Context: an optimization exercise on an open-source flow, tuned for small area. The choices shown serve that exercise and are no tape-out recipe.
Only simulation tests tie the RTL to the original design; equivalence was not proved.
No driver is modelled on the clock port, so clock power and skew are understated where the tree is cut down; a real chip needs a root buffer or a tree.
Power figures rest on the tool's default switching activity, not on a simulated workload.

Setup of harbor:
==> module baud, before the edit <==
module baud (
    input clk,
    input rst,
    input [1:0] baud_fix,
    output clk_out1,
    output clk_out2
);
  reg [13:0] lfsr1;
  reg [13:0] lfsr1_end;    
  reg [13:0] lfsr1_care;   
  always @* begin
    case (baud_fix)
      2'b00: begin lfsr1_end = 14'b00100000110001; lfsr1_care = 14'b10110111111111; end   
      2'b01: begin lfsr1_end = 14'b00101000010001; lfsr1_care = 14'b10101111011111; end   
      2'b10: begin lfsr1_end = 14'b00100000100000; lfsr1_care = 14'b10100101111110; end   
      default: begin lfsr1_end = 14'b00100000000000; lfsr1_care = 14'b10100101011110; end   
    endcase
  end
  assign clk_out1 = ~|((lfsr1 ^ lfsr1_end) & lfsr1_care);
  always @(posedge clk) begin
    if (rst)        lfsr1 <= 14'd447;
    else if (clk_out1) lfsr1 <= 14'd895;
    else            lfsr1 <= {lfsr1[12:0], ~(lfsr1[13] ^ lfsr1[1] ^ lfsr1[6] ^ lfsr1[8])};
  end
  reg [9:0] lfsr2;
  reg [9:0] lfsr2_end;    
  reg [9:0] lfsr2_care;   
  always @* begin
    case (baud_fix)
      2'b00: begin lfsr2_end = 10'b0010010010; lfsr2_care = 10'b1111111010; end   
      2'b01: begin lfsr2_end = 10'b1110000010; lfsr2_care = 10'b1111011010; end   
      2'b10: begin lfsr2_end = 10'b0110000000; lfsr2_care = 10'b1111001000; end   
      default: begin lfsr2_end = 10'b0110000010; lfsr2_care = 10'b1111000010; end   
    endcase
  end
  assign clk_out2 = ~|((lfsr2 ^ lfsr2_end) & lfsr2_care);
  always @(posedge clk) begin
    if (rst)        lfsr2 <= 10'd0;
    else if (clk_out2) lfsr2 <= 10'd1;
    else            lfsr2 <= {lfsr2[8:0], ~(lfsr2[9] ^ lfsr2[2])};
  end
endmodule
clock: 10.0 ns
lec_check: 0
cap_margin: 20
core_margin: 2
core_utilization: 65
slew_margin: 20
standard.sh (not shown) runs the stock make flow with config.mk's settings and CLKGATE_MAP_FILE= SYNTH_SCRIPT=/design/flow/synth_recipe.tcl, a recipe that flattens the netlist after the stock synthesis.
==> flow/flow/run.sh <==
#!/bin/bash
# Own layout flow: the standard ORFS flow (standard.sh) with
#  - synthesis: the standard flow's script, but abc maps with an area-oriented script,
#  - port buffers: sky130_fd_sc_hd__buf_1,
#  - clock: a few hand-placed clock buffers instead of TritonCTS's tree.
# make's full output goes to flow_make.log here; each ORFS step also keeps
# its own log under orfs/logs/.
set -euo pipefail
F="$(cd "$(dirname "$0")" && pwd)"
cd "$F/.."
bash standard.sh \
  SYNTH_SCRIPT="$F/synth.tcl" \
  BUFFER_PORTS_ARGS="-buffer_cell sky130_fd_sc_hd__buf_1" \
  PRE_CTS_TCL="$F/cts_pre.tcl" \
  MANUAL_CLKBUF_COUNT=2 MANUAL_CLKBUF_CELL=sky130_fd_sc_hd__clkbuf_16 \
  finish > flow_make.log 2>&1
Other scripts of this flow, unchanged in this note and not shown: flow/flow/abc_min_1.script, flow/flow/abc_min_2.script, flow/flow/abc_min_3.script, flow/flow/abc_min_4.script, flow/flow/abc_min_5.script, flow/flow/abc_min_6.script, flow/flow/clkbuf.tcl, flow/flow/cts_pre.tcl, flow/flow/synth.tcl
What indigo does differently from harbor at the input level:
==> flow/design.v, changed modules only <==
module baud (
    input clk,
    input rst,
    input [1:0] baud_fix,
    output clk_out1,
    output clk_out2
);
  reg [13:0] lfsr1_q;    
  wire [13:0] lfsr1 = lfsr1_q ^ 14'd10922;
  reg [13:0] lfsr1_d;
  reg [13:0] lfsr1_end;    
  reg [13:0] lfsr1_care;   
  always @* begin
    case (baud_fix)
      2'b00: begin lfsr1_end = 14'b00100000110001; lfsr1_care = 14'b10110111111111; end   
      2'b01: begin lfsr1_end = 14'b00101000010001; lfsr1_care = 14'b10101111011111; end   
      2'b10: begin lfsr1_end = 14'b00100000100000; lfsr1_care = 14'b10100101111110; end   
      default: begin lfsr1_end = 14'b00100000000000; lfsr1_care = 14'b10100101011110; end   
    endcase
  end
  assign clk_out1 = ~|((lfsr1 ^ lfsr1_end) & lfsr1_care);
  always @* begin
    if (rst)        lfsr1_d = 14'd447;
    else if (clk_out1) lfsr1_d = 14'd895;
    else            lfsr1_d = {lfsr1[12:0], ~(lfsr1[13] ^ lfsr1[1] ^ lfsr1[6] ^ lfsr1[8])};
  end
  always @(posedge clk) lfsr1_q <= lfsr1_d ^ 14'd10922;
  reg [9:0] lfsr2_q;    
  wire [9:0] lfsr2 = lfsr2_q ^ 10'd341;
  reg [9:0] lfsr2_d;
  reg [9:0] lfsr2_end;    
  reg [9:0] lfsr2_care;   
  always @* begin
    case (baud_fix)
      2'b00: begin lfsr2_end = 10'b0111001010; lfsr2_care = 10'b0111111110; end   
      2'b01: begin lfsr2_end = 10'b0110001011; lfsr2_care = 10'b0110111111; end   
      2'b10: begin lfsr2_end = 10'b0110100010; lfsr2_care = 10'b0110110110; end   
      default: begin lfsr2_end = 10'b0010100011; lfsr2_care = 10'b0010110011; end   
    endcase
  end
  assign clk_out2 = ~|((lfsr2 ^ lfsr2_end) & lfsr2_care);
  always @* begin
    if (rst)        lfsr2_d = 10'd703;
    else if (clk_out2) lfsr2_d = 10'd383;
    else            lfsr2_d = {lfsr2[8:0], ~(lfsr2[9] ^ lfsr2[2])};
  end
  always @(posedge clk) lfsr2_q <= lfsr2_d ^ 10'd341;
endmodule
[summary]
Having completed the whole flow, indigo delivered a layout that passed the timing, DRC and antenna checks.
indigo vs. harbor: count of unique library cells instantiated by Yosys down about 10%; relative contribution of the clock network to total power up 0.2 points; die area down 1.8%; internal power flat; met1 track utilization from global routing down 1.1 points.
Area overhead of the layout relative to synthesis: indigo vs harbor down 0.29 points
Looking at worst setup path endpoint, the inst2.data_out[7] result is from harbor; the inst2.data_out[4] one comes from indigo.
Delta(final non-filler cell area, indigo - harbor) < 0
[compare] base=harbor new=indigo: pre-CTS setup slack has increased, total power comparable, multi-input gate share of total cell area -0.69 points, actual slew at the worst max-slew pin grew by 88 ps, worst setup slack grew by 44 ps.
harbor -> indigo: die boundary height decreased slightly
In every run of this note, the design's own scripts or RTL, not TritonCTS, make the clock network.

-- afterwards: timing with drivers on the ports --
The results above use ideal ports. As a check the final layouts listed here were re-extracted and re-timed, cells and wires unchanged. Step 1 (the two cells are an assumption about what drives the block):
set clk [get_ports {clk}]
set_driving_cell -lib_cell sky130_fd_sc_hd__clkbuf_16 $clk
set_driving_cell -lib_cell sky130_fd_sc_hd__buf_2 [delete_from_list [all_inputs] $clk]
Step 2 adds t to the input delays and takes it off the output delays; t is the mean of the earliest and latest rising clock arrival at the registers after step 1. Input paths then give back, and output paths get back, about the clock's delay inside the block. Three values: ideal, step 1, step 2; two values: the first two.
| run | t, ns | setup slack, ns | latest minus earliest clock arrival (ns) | worst register clock-pin slew, ns |
|---|---|---|---|---|
| harbor | 0.207 | 5.497 / 5.521 / 5.314 | 0.009 / 0.008 | 0.10 / 0.10 |
| indigo | 0.206 | 5.541 / 5.562 / 5.357 | 0.011 / 0.011 | 0.11 / 0.11 |
After both steps every run listed still meets setup and hold. For indigo, which loses most, drivers alone change the setup slack by +0.021 ns; drivers and shift together by -0.184 ns.
